Background: an optimization exercise with open tools, aiming at small area. Do not read the settings as production practice.
RTL that was checked went through simulation tests only; none was proved equivalent to the original.
No driver is modelled on the clock port, so clock power and skew are understated where the tree is cut down; a real chip needs a root buffer or a tree.
Power figures rest on the tool's default switching activity, not on a simulated workload.

## rev 12
==> flow/design.v <==
module flash_dri
(
    input   wire        clk,
    input   wire        rst_n,
    output  reg         fls_sck,
    output  reg         fls_ncs,
    output  reg         fls_sdo,
    input   wire        fls_sdi,
    input   wire        start,
    input   wire [2:0]  mod_sel,
    input   wire [23:0] fls_addr,
    input   wire [7:0]  fls_write,
    output  reg  [7:0]  fls_read,
    output  reg         frd_en,
    output  reg  [23:0] frd_addr,
    output  reg  [7:0]  frd_data,
    output  reg  [15:0] id,
    output  reg         busy
);
localparam C_WFREE  = 3'd0;
localparam C_WEN    = 3'd1;
localparam C_ERASE  = 3'd2;
localparam C_WR     = 3'd3;
localparam C_RD     = 3'd4;
localparam C_FRD    = 3'd5;
localparam C_ID     = 3'd6;
localparam C_SECTOR = 3'd7;
reg  [8:0] f;
reg  [7:0] rx;
wire [2:0] fbyte = f[8:6];
wire [2:0] fbit  = f[5:3];
wire is_wfree = (mod_sel == C_WFREE);
wire is_frd   = (mod_sel == C_FRD);
wire is_rd    = (mod_sel == C_RD);
wire is_id    = (mod_sel == C_ID);
localparam [63:0] OPS   = {8'h20, 8'h90, 8'h0b, 8'h03, 8'h02, 8'hc7, 8'h06, 8'h05};
wire [7:0] op   = OPS[{mod_sel, 3'b000} +: 8];
wire [7:0] end_byte = {
    fbyte[2] & fbyte[0],                 
    &fbyte,                              
    &fbyte,                              
    fbyte[2] & fbyte[1],                 
    fbyte[2] & fbyte[1],                 
    fbyte[1],                            
    fbyte[1],                            
    fbyte[2] | (fbyte[1] & fbyte[0])     
};
wire has_addr = (mod_sel == C_WR) | (mod_sel == C_RD) | (mod_sel == C_SECTOR);
wire has_data = (mod_sel == C_WR);
wire [7:0] bsel = 8'd1 << (~fbit);
wire y_f  = (fbyte == 3'd0);
wire y_op = (fbyte == 3'd1);
wire y_a2 = (fbyte == 3'd2) & has_addr;
wire y_a1 = (fbyte == 3'd3) & has_addr;
wire y_a0 = (fbyte == 3'd4) & has_addr;
wire y_d  = (fbyte == 3'd5) & has_data;
wire [7:0] col = ({8{y_op}} & op) | ({8{y_a2}} & fls_addr[23:16]) | ({8{y_a1}} & fls_addr[15:8]) |
                 ({8{y_a0}} & fls_addr[7:0]) | ({8{y_d}} & fls_write);
wire tx_bit = (y_f & op[7]) | (|(bsel & col));
wire pre     = ~busy & f[5];
wire f_pre   = pre & f[1];                                
wire at_cap  = (f[5:0] == 6'd61);                        
wire addr_g0 = &frd_addr[7:0];
wire addr_g1 = &frd_addr[15:8];
wire addr_g2 = &frd_addr[23:16];
wire at_end  = (f[5:0] == 6'd0) & end_byte[mod_sel] &
               (is_wfree ? ~rx[0] : is_frd ? (addr_g0 & addr_g1 & addr_g2) : 1'b1);
wire hold_hi = &fbyte;
wire frd_load = is_frd & pre & f[0];                     
wire frd_cap  = is_frd & at_cap & fbyte[2] & fbyte[1];
wire rd_cap   = is_rd  & at_cap & fbyte[2] & fbyte[0];
wire id_cap   = is_id  & at_cap & fbyte[2] & (fbyte[1] | fbyte[0]);
wire       f_ld   = rst_n & start;
wire       f_keep = rst_n & ~start & ~at_end & (busy | f[5]);
wire [5:0] f_lo   = f[5:0] + 6'd1;
wire [2:0] f_hi   = f[8:6] + {2'd0, (&f[5:0]) & ~hold_hi};
always @(posedge clk)
    f <= ({9{f_keep}} & {f_hi, f_lo}) | ({9{f_ld}} & 9'd61);
always @(posedge clk) begin
    if (f[2:0] == 3'd2)
        rx <= {rx[6:0], fls_sdi};
end
always @(posedge clk) begin
    busy    <= rst_n & (f_pre | (busy & ~at_end));
    fls_ncs <= ~(rst_n & busy);
    fls_sck <= rst_n & busy & (f[2] ^ (f[1] & f[0]));
    fls_sdo <= rst_n & busy & tx_bit;
    frd_en  <= rst_n & frd_cap;
end
wire       rd_ld  = rst_n & rd_cap;
wire       rd_hd  = rst_n & ~rd_cap;
wire       id_ld  = rst_n & id_cap;
wire       id_hd  = rst_n & ~id_cap;
wire       frd_ld = rst_n & frd_cap;
wire       frd_hd = rst_n & ~frd_cap;
always @(posedge clk) begin
    fls_read <= ({8{rd_ld}}  & rx) | ({8{rd_hd}}  & fls_read);
    frd_data <= ({8{frd_ld}} & rx) | ({8{frd_hd}} & frd_data);
    id       <= ({16{id_ld}} & {id[7:0], rx}) | ({16{id_hd}} & id);
end
wire [2:0] blk_c;
assign blk_c[0] = frd_cap;
assign blk_c[1] = blk_c[0] & addr_g0;
assign blk_c[2] = blk_c[1] & addr_g1;
wire [24:0] addr_c;
genvar gi;
generate
    for (gi = 0; gi < 24; gi = gi + 1) begin : g_addr
        if (gi % 8 == 0) begin : g_blk
            assign addr_c[gi+1] = blk_c[gi/8] & frd_addr[gi];
            always @(posedge clk)
                frd_addr[gi] <= rst_n & (frd_load | (frd_addr[gi] ^ blk_c[gi/8]));
        end else begin : g_rip
            assign addr_c[gi+1] = addr_c[gi] & frd_addr[gi];
            always @(posedge clk)
                frd_addr[gi] <= rst_n & (frd_load | (frd_addr[gi] ^ addr_c[gi]));
        end
    end
endgenerate
endmodule
clock: 5.0 ns
lec_check: 0
cap_margin: 20
core_margin: 2
core_utilization: 75
place_density: 0.88
slew_margin: 20
standard.sh (not shown) runs the stock make flow with config.mk's settings and CLKGATE_MAP_FILE= SYNTH_SCRIPT=/design/flow/synth_recipe.tcl, a recipe that flattens the netlist after the stock synthesis.
==> flow/flow/run.sh <==
#!/bin/bash
# Own layout flow: the standard layout (standard.sh), with two changes:
#  - synthesis is the standard synthesis script, except that ABC maps the
#    logic with an area-oriented script (flow/abc_area.script);
#  - the port buffers that global placement inserts are buf_1 cells;
#  - the clock tree is a few clock buffers fed by the clock port
#    (flow/cts_groups.tcl).
set -euo pipefail
W=$(pwd)
FL=$W/flow

# standard synthesis script, with the ABC mapping script swapped
{
  cat <<'TCL'
proc abc {args} {
  set i [lsearch -exact $args -script]
  if { $i >= 0 } { lset args [expr {$i + 1}] $::env(MY_ABC_SCRIPT) }
  yosys abc {*}$args
}
TCL
  cat "$W/synth_recipe.tcl"
} > "$W/own_synth.tcl"

export MY_ABC_SCRIPT="$FL/abc_area.script"
export BUFFER_PORTS_ARGS="-buffer_cell sky130_fd_sc_hd__buf_1"
# clock tree: a few clock buffers, each fed by the clock port
export PRE_CTS_TCL="$FL/cts_groups.tcl"
export CLKBUF_CELL=${CLKBUF_CELL:-sky130_fd_sc_hd__clkbuf_8}
export CLKBUF_GROUPS=${CLKBUF_GROUPS:-4}
export CLOCK_PORT_NET=clk

bash "$W/standard.sh" SYNTH_SCRIPT="$W/own_synth.tcl" finish > "$W/flow_make.log" 2>&1
Other scripts of this flow, unchanged in this note and not shown: flow/flow/abc_area.script, flow/flow/cts_groups.tcl
--- input diff rev 12..rev 13 ---
--- a/flow/design.v
+++ b/flow/design.v
@@ -47,16 +47,18 @@
 };
 wire has_addr = (mod_sel == C_WR) | (mod_sel == C_RD) | (mod_sel == C_SECTOR);
 wire has_data = (mod_sel == C_WR);
-wire [7:0] bsel = 8'd1 << (~fbit);
-wire y_f  = (fbyte == 3'd0);
-wire y_op = (fbyte == 3'd1);
-wire y_a2 = (fbyte == 3'd2) & has_addr;
-wire y_a1 = (fbyte == 3'd3) & has_addr;
-wire y_a0 = (fbyte == 3'd4) & has_addr;
-wire y_d  = (fbyte == 3'd5) & has_data;
-wire [7:0] col = ({8{y_op}} & op) | ({8{y_a2}} & fls_addr[23:16]) | ({8{y_a1}} & fls_addr[15:8]) |
-                 ({8{y_a0}} & fls_addr[7:0]) | ({8{y_d}} & fls_write);
-wire tx_bit = (y_f & op[7]) | (|(bsel & col));
+wire [7:0] pay_byte;
+genvar bi;
+generate
+    for (bi = 0; bi < 8; bi = bi + 1) begin : g_pay
+        wire [3:0] col = {fls_write[bi], fls_addr[bi], fls_addr[8+bi], fls_addr[16+bi]};
+        assign pay_byte[bi] = col[{fbyte[2], fbyte[0]}];
+    end
+endgenerate
+wire pay_bit = pay_byte[~fbit];
+wire pay_ok  = (fbyte[2] ? ~fbyte[1] : fbyte[1]) &
+               (fbyte[2] & fbyte[0] ? has_data : has_addr);
+wire tx_bit  = (fbyte[2:1] == 2'b00) ? op[fbyte[0] ? ~fbit : 3'd7] : (pay_ok & pay_bit);
 wire pre     = ~busy & f[5];
 wire f_pre   = pre & f[1];                                
 wire at_cap  = (f[5:0] == 6'd61);                        
@@ -70,22 +72,37 @@
 wire frd_cap  = is_frd & at_cap & fbyte[2] & fbyte[1];
 wire rd_cap   = is_rd  & at_cap & fbyte[2] & fbyte[0];
 wire id_cap   = is_id  & at_cap & fbyte[2] & (fbyte[1] | fbyte[0]);
-wire       f_ld   = rst_n & start;
-wire       f_keep = rst_n & ~start & ~at_end & (busy | f[5]);
-wire [5:0] f_lo   = f[5:0] + 6'd1;
-wire [2:0] f_hi   = f[8:6] + {2'd0, (&f[5:0]) & ~hold_hi};
-always @(posedge clk)
-    f <= ({9{f_keep}} & {f_hi, f_lo}) | ({9{f_ld}} & 9'd61);
+always @(posedge clk) begin
+    if (!rst_n)
+        f <= 9'd0;
+    else if (start)
+        f <= 9'd61;
+    else if (at_end | ~(busy | f[5]))
+        f <= 9'd0;
+    else begin
+        f[5:0] <= f[5:0] + 6'd1;
+        if ((&f[5:0]) & ~hold_hi)
+            f[8:6] <= f[8:6] + 3'd1;
+    end
+end
 always @(posedge clk) begin
     if (f[2:0] == 3'd2)
         rx <= {rx[6:0], fls_sdi};
 end
 always @(posedge clk) begin
-    busy    <= rst_n & (f_pre | (busy & ~at_end));
-    fls_ncs <= ~(rst_n & busy);
-    fls_sck <= rst_n & busy & (f[2] ^ (f[1] & f[0]));
-    fls_sdo <= rst_n & busy & tx_bit;
-    frd_en  <= rst_n & frd_cap;
+    if (!rst_n) begin
+        busy     <= 1'b0;
+        fls_ncs  <= 1'b1;
+        fls_sck  <= 1'b0;
+        fls_sdo  <= 1'b0;
+        frd_en   <= 1'b0;
+    end else begin
+        busy    <= f_pre | (busy & ~at_end);
+        fls_ncs <= ~busy;
+        fls_sck <= busy & (f[2] ^ (f[1] & f[0]));
+        fls_sdo <= busy & tx_bit;
+        frd_en  <= frd_cap;
+    end
 end
 wire       rd_ld  = rst_n & rd_cap;
 wire       rd_hd  = rst_n & ~rd_cap;
Findings:
Rev 13 went all the way through the flow, and no timing, DRC or antenna check failed. Rev 13 vs. rev 12: share of the synthesized netlist area taken by xor and xnor gates climbed 0.22 points; post-layout minimum cycle time climbed 0.049 ns; pin count of the biggest net entering global routing climbed 6.1%. The run showing the greater total power density per cell area is rev 12. In the reports for rev 12 and rev 13, the smaller layout-stage area growth over the synthesis result belongs to rev 13.
Only the layout flow was run in rev 13; the RTL was not checked for function there. No run of this note takes its clock network from TritonCTS; it comes from the design's own scripts or RTL.

what the ideal ports hide:
In the flow no input, the clock included, has a driving cell. The finished layouts below were timed again as built, in two steps.
Step 1: set_driving_cell puts a clkbuf_16 on clk and a buf_2 on each other input, an assumption about the parent block.
Step 2 also shifts input and output timing later by t, the mid clock arrival at the registers, as if the neighbouring blocks saw the same clock.
Three values: ideal ports, drivers, drivers and shift; two values: the first two.
| run | t (ns) | setup slack, ns | hold slack, ns | worst setup path after step 2 | worst data-port slew with drivers (ns) |
|---|---|---|---|---|---|
| rev 12 | 0.227 | 1.441 / 1.457 / 1.231 | 0.490 / 0.490 / 0.490 | input to register | 0.05 |
| rev 13 | 0.224 | 1.392 / 1.427 / 1.203 | 0.494 / 0.494 / 0.494 | input to register | 0.04 |
After both steps every run listed still meets setup and hold. For rev 12, which loses most, drivers alone change the setup slack by +0.016 ns; drivers and shift together by -0.210 ns.
